What follows belongs to an exercise in optimizing a design on an open flow for small area and a short achievable clock period; a production flow would make more cautious choices. RTL that was checked went through simulation tests only; none was proved equivalent to the original. No driver is modelled on the clock port, so clocking that relies on it looks cheaper here than on a real chip. Power figures rest on the tool's default switching activity, not on a simulated workload.

== oak ==
// sync_fifo_32x8
module sync_fifo_32x8 #(
  parameter DEPTH = 32,
  parameter WIDTH = 8
) (
  input clk, rst,
  input wr_en,
  input wire [WIDTH-1:0] din,
  output full,
  input rd_en,
  output reg [WIDTH-1:0] dout,
  output empty
);
  reg [WIDTH-1:0] fifo [0:DEPTH-1];
  reg [4:0] wr_ptr, rd_ptr;
  reg [7:0] rd_lo;             
  reg [3:0] rd_hi;             
  reg full_r, nempty_r;
  reg [7:0] wr_lo;             
  reg [3:0] wr_hi;             
  reg rd_byp;
  reg [WIDTH-1:0] wr_data;
  function [4:0] succ;
    input [4:0] p;
    succ = {p[3:0], p[4] ^ p[2] ^ (p[3:0] == 4'b0000)};
  endfunction
  wire [4:0] wr_nxt = succ(wr_ptr);
  wire [4:0] rd_nxt = succ(rd_ptr);
  wire almost_full  = (wr_nxt == rd_ptr);    
  wire almost_empty = (rd_nxt == wr_ptr);    
  wire wa = wr_en & ~full_r;
  wire ra = rd_en & nempty_r;
  wire [4:0] rd_new  = ra ? rd_nxt : rd_ptr;
  wire       byp_new = wa & (~nempty_r | (almost_empty & ra));
  reg [WIDTH-1:0] rdata;
  integer i, j;
  always @* begin
    rdata = wr_data & {WIDTH{rd_byp}};
  ...
Size in the first run: roughly 1100 cells after synthesis, roughly 310 flip-flops, about 22 I/O pins, roughly 0.012 mm^2 of cells after synthesis.
clock: 3.3 ns
lec_check: 0
abc_area: 1
cap_margin: 20
core_margin: 2
core_utilization: 40
cts_cluster_diameter: 60
cts_cluster_size: 40
place_density: 0.6
setup_slack_margin: 1.5
slew_margin: 20
standard.sh (not shown) runs the stock make flow with config.mk's settings and CLKGATE_MAP_FILE= SYNTH_SCRIPT=/design/flow/synth_recipe.tcl, a recipe that flattens the netlist after the stock synthesis.
==> flow/flow/run.sh <==
#!/bin/bash
# Own layout flow: the standard ORFS flow with three changes.
#  - The platform's don't-use list is extended by flow/dont_use.txt's extra
#    cells (a slow single-size gate and the delay cells), for synthesis,
#    port buffering and repair.
#  - The CTS step's repair is replaced by flow/post_cts.tcl, which drops the
#    clock tree's root buffer (the clock port then drives the tree's two
#    first-level buffers) and repairs timing in a few passes.
# Each step's output goes to its own log here; ORFS's per-tool logs are under
# orfs/logs/.
set -euo pipefail
W=$PWD
DU="$(tr '\n' ' ' < "$W/flow/dont_use.txt")"
bash standard.sh synth "DONT_USE_CELLS=$DU" > "$W/run_synth.log" 2>&1
bash standard.sh floorplan place "DONT_USE_CELLS=$DU" > "$W/run_place.log" 2>&1
bash standard.sh cts "DONT_USE_CELLS=$DU" SKIP_CTS_REPAIR_TIMING=1 "POST_CTS_TCL=$W/flow/post_cts.tcl" > "$W/run_cts.log" 2>&1
bash standard.sh finish "DONT_USE_CELLS=$DU" SKIP_CTS_REPAIR_TIMING=1 "POST_CTS_TCL=$W/flow/post_cts.tcl" > "$W/run_finish.log" 2>&1
Other scripts of this flow, unchanged in this note and not shown: flow/flow/dont_use.txt, flow/flow/post_cts.tcl
What pine does differently from oak at the input level:
Settings: CTS_CLUSTER_SIZE changed from 40 to 45; ABC_AREA removed (was 1); CORE_UTILIZATION changed from 40 to 45; PLACE_DENSITY changed from 0.6 to 0.65; CTS_CLUSTER_DIAMETER changed from 60 to 70; SETUP_SLACK_MARGIN changed from 1.5 to 1.4.
## What came out
Every stage of the flow completed for pine, and the final layout passed the timing, design-rule and antenna checks. For non-clock buffer count, dividing the value from pine by the value from oak gives 1.11. Compared to oak, pine reaches a lower achievable clock. Met2 track demand over resource in global routing: pine > oak. pine consumes less power than oak does. Relative to oak, the sequential standard cell area of pine is higher by 0.32%.
Relative to pine, the following input files were edited for birch:
Settings: changing CORE_UTILIZATION from 45 to 40; changing PLACE_DENSITY from 0.65 to 0.6; changing CTS_CLUSTER_DIAMETER from 70 to 60; changing SETUP_SLACK_MARGIN from 1.4 to 1.5; setting GPL_ROUTABILITY_DRIVEN to 0 for the first time; changing CTS_CLUSTER_SIZE from 45 to 40.
The lower tapcell count came out of pine.
Of birch and pine, birch shows the lower first-iteration detailed-routing DRC count, with pine above it.
Endpoint of the worst setup timing path = dout[0]: pine; endpoint of the worst setup timing path = dout[2]: birch
Measured against each other, birch and pine differ in endpoint arrival time on the critical path, the lower figure coming from birch.
The leakage dissipation of birch was inferior to that of pine.
Setup WNS pine -> birch: better
birch — horizontal die dimension 5.9% higher, pine as reference
When the final numbers for birch and pine were put side by side, the number of cells on the critical path turned out to be smaller in pine.
birch against pine; die height is up by a few percent.
Per the comparison of birch with pine, number of vias per cell -0.46, number of hold-slack violations in the final timing report ~0 delta, worst slew margin relative to its limit +1.9 points.
The inputs of maple differ from those of birch as listed below.
Settings: a change of CTS_CLUSTER_DIAMETER from 60 to 80; a change of SETUP_SLACK_MARGIN from 1.5 to 1.6; a change of CTS_CLUSTER_SIZE from 40 to 50; a deleted GPL_ROUTABILITY_DRIVEN that had been 0.
==> comparison <==
maple: all stages complete, timing, DRC and antenna checks passed. Against birch, aggregate routed wire length in maple rose by a few percent. Per the comparison of maple with birch, highest net fanout along the worst path went up by 2, utilization of the core after routing shows an increase of 0.46 points. A type of the most critical hold path of input port to flip-flop is what maple shows, while input port to async pin belongs to birch.
What cedar does differently from maple at the input level:
Settings: SETUP_SLACK_MARGIN now 1.5, was 1.6.
==> comparison <==
- [compare] base=maple new=cedar: leakage power moved down; total of clock buffers placed in the layout moved up; required time at the worst-slack endpoint level.
- maple reports its worst hold-check path type as input port to flip-flop while cedar reports input port to async pin.
- Looking at total power across both flows, cedar is the stronger of the two, with maple trailing.
- On combined flip-flop and latch cell area, cedar tracks maple almost exactly.


== orange ==
The RTL this note starts from:
==> flow/design.v <==
module sync_fifo_32x8 #(
  parameter DEPTH = 32,
  parameter WIDTH = 8
) (
  input clk, rst,
  input wr_en,
  input wire [WIDTH-1:0] din,
  output full,
  input rd_en,
  output reg [WIDTH-1:0] dout,
  output empty
);
  reg [WIDTH-1:0] fifo [0:DEPTH-1];
  reg [4:0] wr_ptr, rd_ptr;
  reg [7:0] rd_lo;    
  reg [3:0] rd_hi;    
  reg full_r, nempty_r;
  function [4:0] succ;
    input [4:0] p;
    succ = {p[3:0], p[4] ^ p[2] ^ (p[3:0] == 4'b0000)};
  endfunction
  wire [4:0] wr_nxt = succ(wr_ptr);
  wire [4:0] rd_nxt = succ(rd_ptr);
  wire almost_full  = (wr_nxt == rd_ptr);    
  wire almost_empty = (rd_nxt == wr_ptr);    
  wire wa = wr_en & ~full_r;
  wire ra = rd_en & nempty_r;
  reg [WIDTH-1:0] rdata;
  integer i;
  always @* begin
    rdata = {WIDTH{1'b0}};
    for (i = 0; i < DEPTH; i = i + 1)
      rdata = rdata | (fifo[i] & {WIDTH{rd_hi[i >> 3] & rd_lo[i & 7]}});
  end
  always @(posedge clk or posedge rst) begin
    if (rst) begin
      wr_ptr   <= 5'd0;
      rd_ptr   <= 5'd0;
      rd_lo    <= 8'd1;
      rd_hi    <= 4'd1;
      full_r   <= 1'b0;
      nempty_r <= 1'b0;
      dout     <= {WIDTH{1'b0}};
    end else begin
      if (wa) wr_ptr <= wr_nxt;
      if (ra) begin
        rd_ptr <= rd_nxt;
        rd_lo  <= 8'd1 << rd_nxt[2:0];
        rd_hi  <= 4'd1 << rd_nxt[4:3];
        dout   <= rdata;
      end
      full_r   <= full_r ? ~ra : (almost_full & wa & ~ra);
      nempty_r <= nempty_r ? ~(almost_empty & ra & ~wa) : wa;
    end
  end
  always @(posedge clk) begin
    if (wa) fifo[wr_ptr] <= din;
  end
  assign full  = full_r;
  assign empty = ~nempty_r;
endmodule
==> flow/config.mk <==
export PLATFORM = sky130hd
export DESIGN_NAME = sync_fifo_32x8
export DESIGN_NICKNAME = sync_fifo_32x8
export VERILOG_FILES = /design/flow/design.v
export SDC_FILE = /design/flow/constraint.sdc
export NUM_CORES = 4
export LEC_CHECK = 0
export ABC_CLOCK_PERIOD_IN_PS = 1200
export CAP_MARGIN = 20
export CORE_MARGIN = 2
export CORE_UTILIZATION = 60
export CTS_CLUSTER_DIAMETER = 60
export CTS_CLUSTER_SIZE = 30
export PLACE_DENSITY = 0.75
export SETUP_SLACK_MARGIN = 1.3
export SLEW_MARGIN = 20
==> flow/constraint.sdc <==
create_clock -name core_clock -period 3.3 [get_ports {clk}]
set_input_delay 0.6600 -clock core_clock [delete_from_list [all_inputs] [get_ports {clk}]]
set_output_delay 0.6600 -clock core_clock [all_outputs]
set_load 0.01 [all_outputs]
run.sh (not shown) runs the stock make flow with config.mk's settings and CLKGATE_MAP_FILE= SYNTH_SCRIPT=/design/flow/synth_recipe.tcl, a recipe that flattens the netlist after the stock synthesis.
Stock flow here: none of the scripts above is used.
What red does differently from orange at the input level:
-- flow/config.mk --
<<< orange, line 8
export ABC_CLOCK_PERIOD_IN_PS = 1200
>>> red, line 8
<<< orange, line 11
export CORE_UTILIZATION = 60
export CTS_CLUSTER_DIAMETER = 60
export CTS_CLUSTER_SIZE = 30
export PLACE_DENSITY = 0.75
export SETUP_SLACK_MARGIN = 1.3
>>> red, line 10
export CORE_UTILIZATION = 40
export PLACE_DENSITY = 0.6
export SETUP_SLACK_MARGIN = 1.8
Findings:
Initial antenna violation count: lower on red
Area of the die: red vs orange up 9400 µm²
Going from orange to red, area of all placed cells without fillers picked up an extra 1400 µm², sequential share of cell area down 6.7 points, peak clock frequency supported by timing went up 0.046 GHz, required time at the endpoint of the critical path went up by 0.05 ns.
Summary — number of global-route vias before repair, red relative to orange: higher, by 250.
No run of this note included a check of the RTL's function; only the layout flow was run.


RTL: one of the versions met above, not the one the previous note started from.
Size: about 310 flip-flops, about 22 I/O pins, roughly 12000 µm² of cells after synthesis.
==> flow/config.mk <==
export PLATFORM = sky130hd
export DESIGN_NAME = sync_fifo_32x8
export DESIGN_NICKNAME = sync_fifo_32x8
export VERILOG_FILES = /design/flow/design.v
export SDC_FILE = /design/flow/constraint.sdc
export NUM_CORES = 4
export LEC_CHECK = 0
export CAP_MARGIN = 20
export CORE_MARGIN = 2
export CORE_UTILIZATION = 55
export CTS_CLUSTER_DIAMETER = 60
export CTS_CLUSTER_SIZE = 40
export PLACE_DENSITY = 0.7
export SETUP_SLACK_MARGIN = 1.5
export SLEW_MARGIN = 20
==> flow/constraint.sdc <==
create_clock -name core_clock -period 3.3 [get_ports {clk}]
set_input_delay 0.6600 -clock core_clock [delete_from_list [all_inputs] [get_ports {clk}]]
set_output_delay 0.6600 -clock core_clock [all_outputs]
set_load 0.01 [all_outputs]
standard.sh (not shown) runs the stock make flow with config.mk's settings and CLKGATE_MAP_FILE= SYNTH_SCRIPT=/design/flow/synth_recipe.tcl, a recipe that flattens the netlist after the stock synthesis.
==> flow/flow/post_cts.tcl <==
# Runs at the end of ORFS's CTS step (POST_CTS_TCL), with the CTS step's own
# repair skipped (SKIP_CTS_REPAIR_TIMING=1).
# 1. The clock tree's root buffer only drives the two buffers of the tree's
#    first level; drop it and let the clock port drive those two directly
#    (the port then feeds 2 cell pins). Every register keeps the same number
#    of buffers from the port, so no register's clock moves against another's.
# 2. Repair setup and hold as the CTS step would, in a few passes.
set block [ord::get_db_block]
set root [$block findInst clkbuf_0_clk]
if {$root != "NULL"} {
  set rnet [[$root findITerm X] getNet]
  set pnet [[$root findITerm A] getNet]
  set n 0
  foreach it [$rnet getITerms] {
    if {[$it getInst] != $root} { incr n }
  }
  if {$n <= 4} {
    foreach it [$rnet getITerms] {
      if {[$it getInst] != $root} { $it disconnect; $it connect $pnet }
    }
    [$root findITerm A] disconnect
    odb::dbInst_destroy $root
    odb::dbNet_destroy $rnet
    puts "post_cts: removed clkbuf_0_clk, port drives $n buffers"
  }
}
estimate_parasitics -placement
puts "post_cts: before repair WS [sta::worst_slack_cmd max]"
set npass 3
if {[info exists ::env(FLOW_REPAIR_PASSES)]} { set npass $::env(FLOW_REPAIR_PASSES) }
for {set i 0} {$i < $npass} {incr i} {
  repair_timing_helper
  puts "post_cts: pass $i WS [sta::worst_slack_cmd max]"
}
detailed_placement
check_placement -verbose
estimate_parasitics -placement
puts "post_cts: after repair WS [sta::worst_slack_cmd max]"
Scripts as last shown in full above: flow/flow/run.sh
Other scripts of this flow, unchanged in this note and not shown: flow/flow/dont_use.txt
Next try:
- CORE_UTILIZATION: 55 -> 45
- CTS_CLUSTER_DIAMETER: 60 -> 70
- CTS_CLUSTER_SIZE: 40 -> 45
- PLACE_DENSITY: 0.7 -> 0.65
After rerunning: The changed run completed without violations. Power fell by about 2%. Wire length rose by 2.3%. Register-to-register slack is better by 50 ps. Design area fell by 0.34%. Utilization fell by 11 points. Worst setup slack is better by 54 ps. Clock power fell by about 6%. Sequential cell count is unchanged. Sequential share of layout area rose by 0.25 points. Final cell count rose by about 4.3%.
Next try:
- CORE_UTILIZATION: 45 -> 60
- CTS_CLUSTER_DIAMETER: 70 -> 60
- CTS_CLUSTER_SIZE: 45 -> 40
- PLACE_DENSITY: 0.65 -> 0.72
Routed wire length fell by 5.0%.
Via count rose by 1.8%.
Die area fell by 24%.
Count of clock-buffer cells in the layout rose by 3.
Next try:
- CORE_UTILIZATION: 60 -> 40
- PLACE_DENSITY: 0.72 -> 0.6
- SETUP_SLACK_MARGIN: 1.5 -> 1.8
Outcome: The new run finished with timing, DRC and antenna clean; global-route usage falls by 8.4 points; routed wire length is higher by roughly a tenth; clock skew rises by 20 ps; worst hold slack stays flat; total power came out higher by roughly a tenth; worst setup slack improves by 51 ps; register-to-register slack improved by 50 ps.
Next try:
--- a/flow/flow/post_cts.tcl
+++ b/flow/flow/post_cts.tcl
@@ -7 +7,3 @@
-# 2. Repair setup and hold as the CTS step would, in a few passes.
+# 2. Repair setup and hold as the CTS step would, in a few passes, but
+#    letting the resizer pick cells of any footprint (detailed placement
+#    legalizes the result).
@@ -32 +34,2 @@
-  repair_timing_helper
+  repair_timing -setup_margin $::env(SETUP_SLACK_MARGIN) -hold_margin 0 \
+    -repair_tns 100 -verbose
- CTS_CLUSTER_DIAMETER: 60 -> 80
- CTS_CLUSTER_SIZE: 40 -> 50
- SETUP_SLACK_MARGIN: 1.8 -> 1.5
After rerunning: The new run went through all stages and came out clean. Routed wire length falls by a few percent. Clock skew came out lower by 23 ps. Count of clock-buffer cells in the layout is lower by 6. Hold slack got worse by 36 ps. Via count drops by a few percent. Core utilization falls by 4.2 points.
Next try:
--- a/flow/flow/post_cts.tcl
+++ b/flow/flow/post_cts.tcl
@@ -7,3 +7 @@
-# 2. Repair setup and hold as the CTS step would, in a few passes, but
-#    letting the resizer pick cells of any footprint (detailed placement
-#    legalizes the result).
+# 2. Repair setup and hold as the CTS step would, in a few passes.
@@ -34,2 +32 @@
-  repair_timing -setup_margin $::env(SETUP_SLACK_MARGIN) -hold_margin 0 \
-    -repair_tns 100 -verbose
+  repair_timing_helper
- CTS_CLUSTER_DIAMETER: 80 -> 60
- CTS_CLUSTER_SIZE: 50 -> 40
- SETUP_SLACK_MARGIN: 1.5 -> 1.65
Result:
- The changed run finished clean
- global-route usage goes up by 0.97 points
- worst setup slack improves by 31 ps
- via count came out higher by about 3.6%
- hold slack improved by 27 ps
- maximum frequency grows by 1.7%
- count of clock-buffer cells in the layout is higher by 4
- synthesized area does not change
- utilization went up by 3.5 points
- cell area went up by about 8%
- first-iteration DRC count came out higher by 16%
- die area does not change


## v2
sync_fifo_32x8 again, from the RTL that the note above started with.
==> flow/config.mk <==
export PLATFORM = sky130hd
export DESIGN_NAME = sync_fifo_32x8
export DESIGN_NICKNAME = sync_fifo_32x8
export VERILOG_FILES = /design/flow/design.v
export SDC_FILE = /design/flow/constraint.sdc
export NUM_CORES = 4
export LEC_CHECK = 0
export CAP_MARGIN = 20
export CORE_MARGIN = 2
export CORE_UTILIZATION = 40
export CTS_CLUSTER_DIAMETER = 60
export CTS_CLUSTER_SIZE = 40
export PLACE_DENSITY = 0.6
export SETUP_SLACK_MARGIN = 1.4
export SLEW_MARGIN = 20
==> flow/constraint.sdc <==
create_clock -name core_clock -period 3.3 [get_ports {clk}]
set_input_delay 0.6600 -clock core_clock [delete_from_list [all_inputs] [get_ports {clk}]]
set_output_delay 0.6600 -clock core_clock [all_outputs]
set_load 0.01 [all_outputs]
==> flow/flow/post_cts.tcl <==
# Runs at the end of ORFS's CTS step (POST_CTS_TCL), with the CTS step's own
# repair skipped (SKIP_CTS_REPAIR_TIMING=1).
# 1. The clock tree's root buffer only drives the two buffers of the tree's
#    first level; drop it and let the clock port drive those two directly
#    (the port then feeds 2 cell pins). Every register keeps the same number
#    of buffers from the port, so no register's clock moves against another's.
# 2. Repair setup and hold as the CTS step would, in a few passes.
set block [ord::get_db_block]
set root [$block findInst clkbuf_0_clk]
if {$root != "NULL"} {
  set rnet [[$root findITerm X] getNet]
  set pnet [[$root findITerm A] getNet]
  set n 0
  foreach it [$rnet getITerms] {
    if {[$it getInst] != $root} { incr n }
  }
  if {$n <= 4} {
    foreach it [$rnet getITerms] {
      if {[$it getInst] != $root} { $it disconnect; $it connect $pnet }
    }
    [$root findITerm A] disconnect
    odb::dbInst_destroy $root
    odb::dbNet_destroy $rnet
    puts "post_cts: removed clkbuf_0_clk, port drives $n buffers"
  }
}
estimate_parasitics -placement
puts "post_cts: before repair WS [sta::worst_slack_cmd max]"
set npass 3
if {[info exists ::env(FLOW_REPAIR_PASSES)]} { set npass $::env(FLOW_REPAIR_PASSES) }
for {set i 0} {$i < $npass} {incr i} {
  repair_timing_helper
  puts "post_cts: pass $i WS [sta::worst_slack_cmd max]"
}
detailed_placement
check_placement -verbose
estimate_parasitics -placement
puts "post_cts: after repair WS [sta::worst_slack_cmd max]"
Scripts as last shown in full above: flow/flow/run.sh
Other scripts of this flow, unchanged in this note and not shown: flow/flow/dont_use.txt
v2 completed; timing, DRC and antenna clean
The inputs of v18 differ from those of v2 as listed below.
Settings: SETUP_SLACK_MARGIN now 1.5, was 1.4.
-- flow/flow/post_cts.tcl --
<<< v2, line 6
#    of buffers from the port, so no register's clock moves against another's.
# 2. Repair setup and hold as the CTS step would, in a few passes.
set block [ord::get_db_block]
>>> v18, line 6
#    of buffers from the port, so no register's clock moves against another's.
# 2. Repair setup and hold as the CTS step would, in a few passes, but
#    letting the resizer pick cells of any footprint (detailed placement
#    legalizes the result).
set block [ord::get_db_block]
<<< v2, line 31
for {set i 0} {$i < $npass} {incr i} {
  repair_timing_helper
  puts "post_cts: pass $i WS [sta::worst_slack_cmd max]"
>>> v18, line 33
for {set i 0} {$i < $npass} {incr i} {
  repair_timing -setup_margin $::env(SETUP_SLACK_MARGIN) -hold_margin 0 \
    -repair_tns 100 -verbose
  puts "post_cts: pass $i WS [sta::worst_slack_cmd max]"
### Flow results
Met3 layer usage reported by global route in v18 vs v2: down 0.87 points
Sort v18 and v2 by worst setup slack asc -> top: v2
Largest fanout of any net on the critical path: v18 < v2
Power share of the combinational group sits higher in v18 than in v2.
Worst hold slack after final layout delta (v18 − v2): unfavourable
Total negative slack: v2 vs v18 identical
Input changes introduced in v24 (baseline for comparison: v18):
-- flow/flow/post_cts.tcl --
<<< v18, line 6
#    of buffers from the port, so no register's clock moves against another's.
# 2. Repair setup and hold as the CTS step would, in a few passes, but
#    letting the resizer pick cells of any footprint (detailed placement
#    legalizes the result).
set block [ord::get_db_block]
>>> v24, line 6
#    of buffers from the port, so no register's clock moves against another's.
# 2. Repair setup and hold as the CTS step would, in a few passes.
set block [ord::get_db_block]
<<< v18, line 33
for {set i 0} {$i < $npass} {incr i} {
  repair_timing -setup_margin $::env(SETUP_SLACK_MARGIN) -hold_margin 0 \
    -repair_tns 100 -verbose
  puts "post_cts: pass $i WS [sta::worst_slack_cmd max]"
>>> v24, line 31
for {set i 0} {$i < $npass} {incr i} {
  repair_timing_helper
  puts "post_cts: pass $i WS [sta::worst_slack_cmd max]"
==> summary.txt <==
- Sort v24 and v18 by fraction of power consumed by sequential logic desc -> top: v18
- Multi-input combinational cell area in v24 is about 0.8% above v18.
- Between v24 and v18, the overall routed net length figures differ only marginally.
- There was hardly any difference in power density over the cells between v24 and v18.

## static timing again, ports no longer ideal
No port has a modelled driver above. Below, the same layouts with a new extraction and two added sets of constraints.
Step 1 (the two cells are an assumption about what drives the block):
set clk [get_ports {clk}]
set_driving_cell -lib_cell sky130_fd_sc_hd__clkbuf_16 $clk
set_driving_cell -lib_cell sky130_fd_sc_hd__buf_2 [delete_from_list [all_inputs] $clk]
Step 2 adds t to the input delays and takes it off the output delays; t is the mean of the earliest and latest rising clock arrival at the registers after step 1. Input paths then give back, and output paths get back, about the clock's delay inside the block.
Three values: ideal ports, drivers, drivers and shift; two values: the first two.
| run | t (ns) | setup WS [ns] | worst setup path after step 2 | worst slew at a driven data input, ns | cell pins on the clock port's net |
|---|---|---|---|---|---|
| oak | 0.461 | 1.513 / 1.513 / 1.360 | input to register | 0.03 | 2 |
| pine | 0.432 | 1.394 / 1.394 / 1.125 | input to register | 0.04 | 2 |
| birch | 0.456 | 1.489 / 1.490 / 1.198 | input to register | 0.04 | 2 |
| maple | 0.428 | 1.490 / 1.490 / 1.377 | input to register | 0.04 | 2 |
| cedar | 0.425 | 1.498 / 1.498 / 1.198 | input to register | 0.04 | 2 |
| orange | 0.550 | 1.116 / 1.116 / 0.800 | input to register | 0.04 | 1 |
| red | 0.593 | 1.315 / 1.315 / 1.171 | input to register | 0.04 | 1 |
| the first run of note 3 | 0.442 | 1.446 / 1.446 / 1.230 | input to register | 0.03 | 2 |
| the second run of note 3 | 0.442 | 1.500 / 1.500 / 1.200 | input to register | 0.04 | 2 |
| the third run of note 3 | 0.452 | 1.462 / 1.462 / 1.188 | input to register | 0.03 | 2 |
| the fourth run of note 3 | 0.466 | 1.512 / 1.513 / 1.446 | input to register | 0.03 | 2 |
| the fifth run of note 3 | 0.424 | 1.490 / 1.490 / 1.192 | input to register | 0.04 | 2 |
| the sixth run of note 3 | 0.456 | 1.521 / 1.521 / 1.371 | input to register | 0.03 | 2 |
| v2 | 0.448 | 1.423 / 1.423 / 1.056 | input to register | 0.03 | 2 |
| v18 | 0.456 | 1.481 / 1.481 / 1.224 | input to register | 0.04 | 2 |
| v24 | 0.456 | 1.489 / 1.490 / 1.198 | input to register | 0.04 | 2 |
After both steps setup and hold are still met in every run listed. For v2, which loses most, drivers alone change the setup slack by 0.000 ns; drivers and shift together by -0.367 ns.
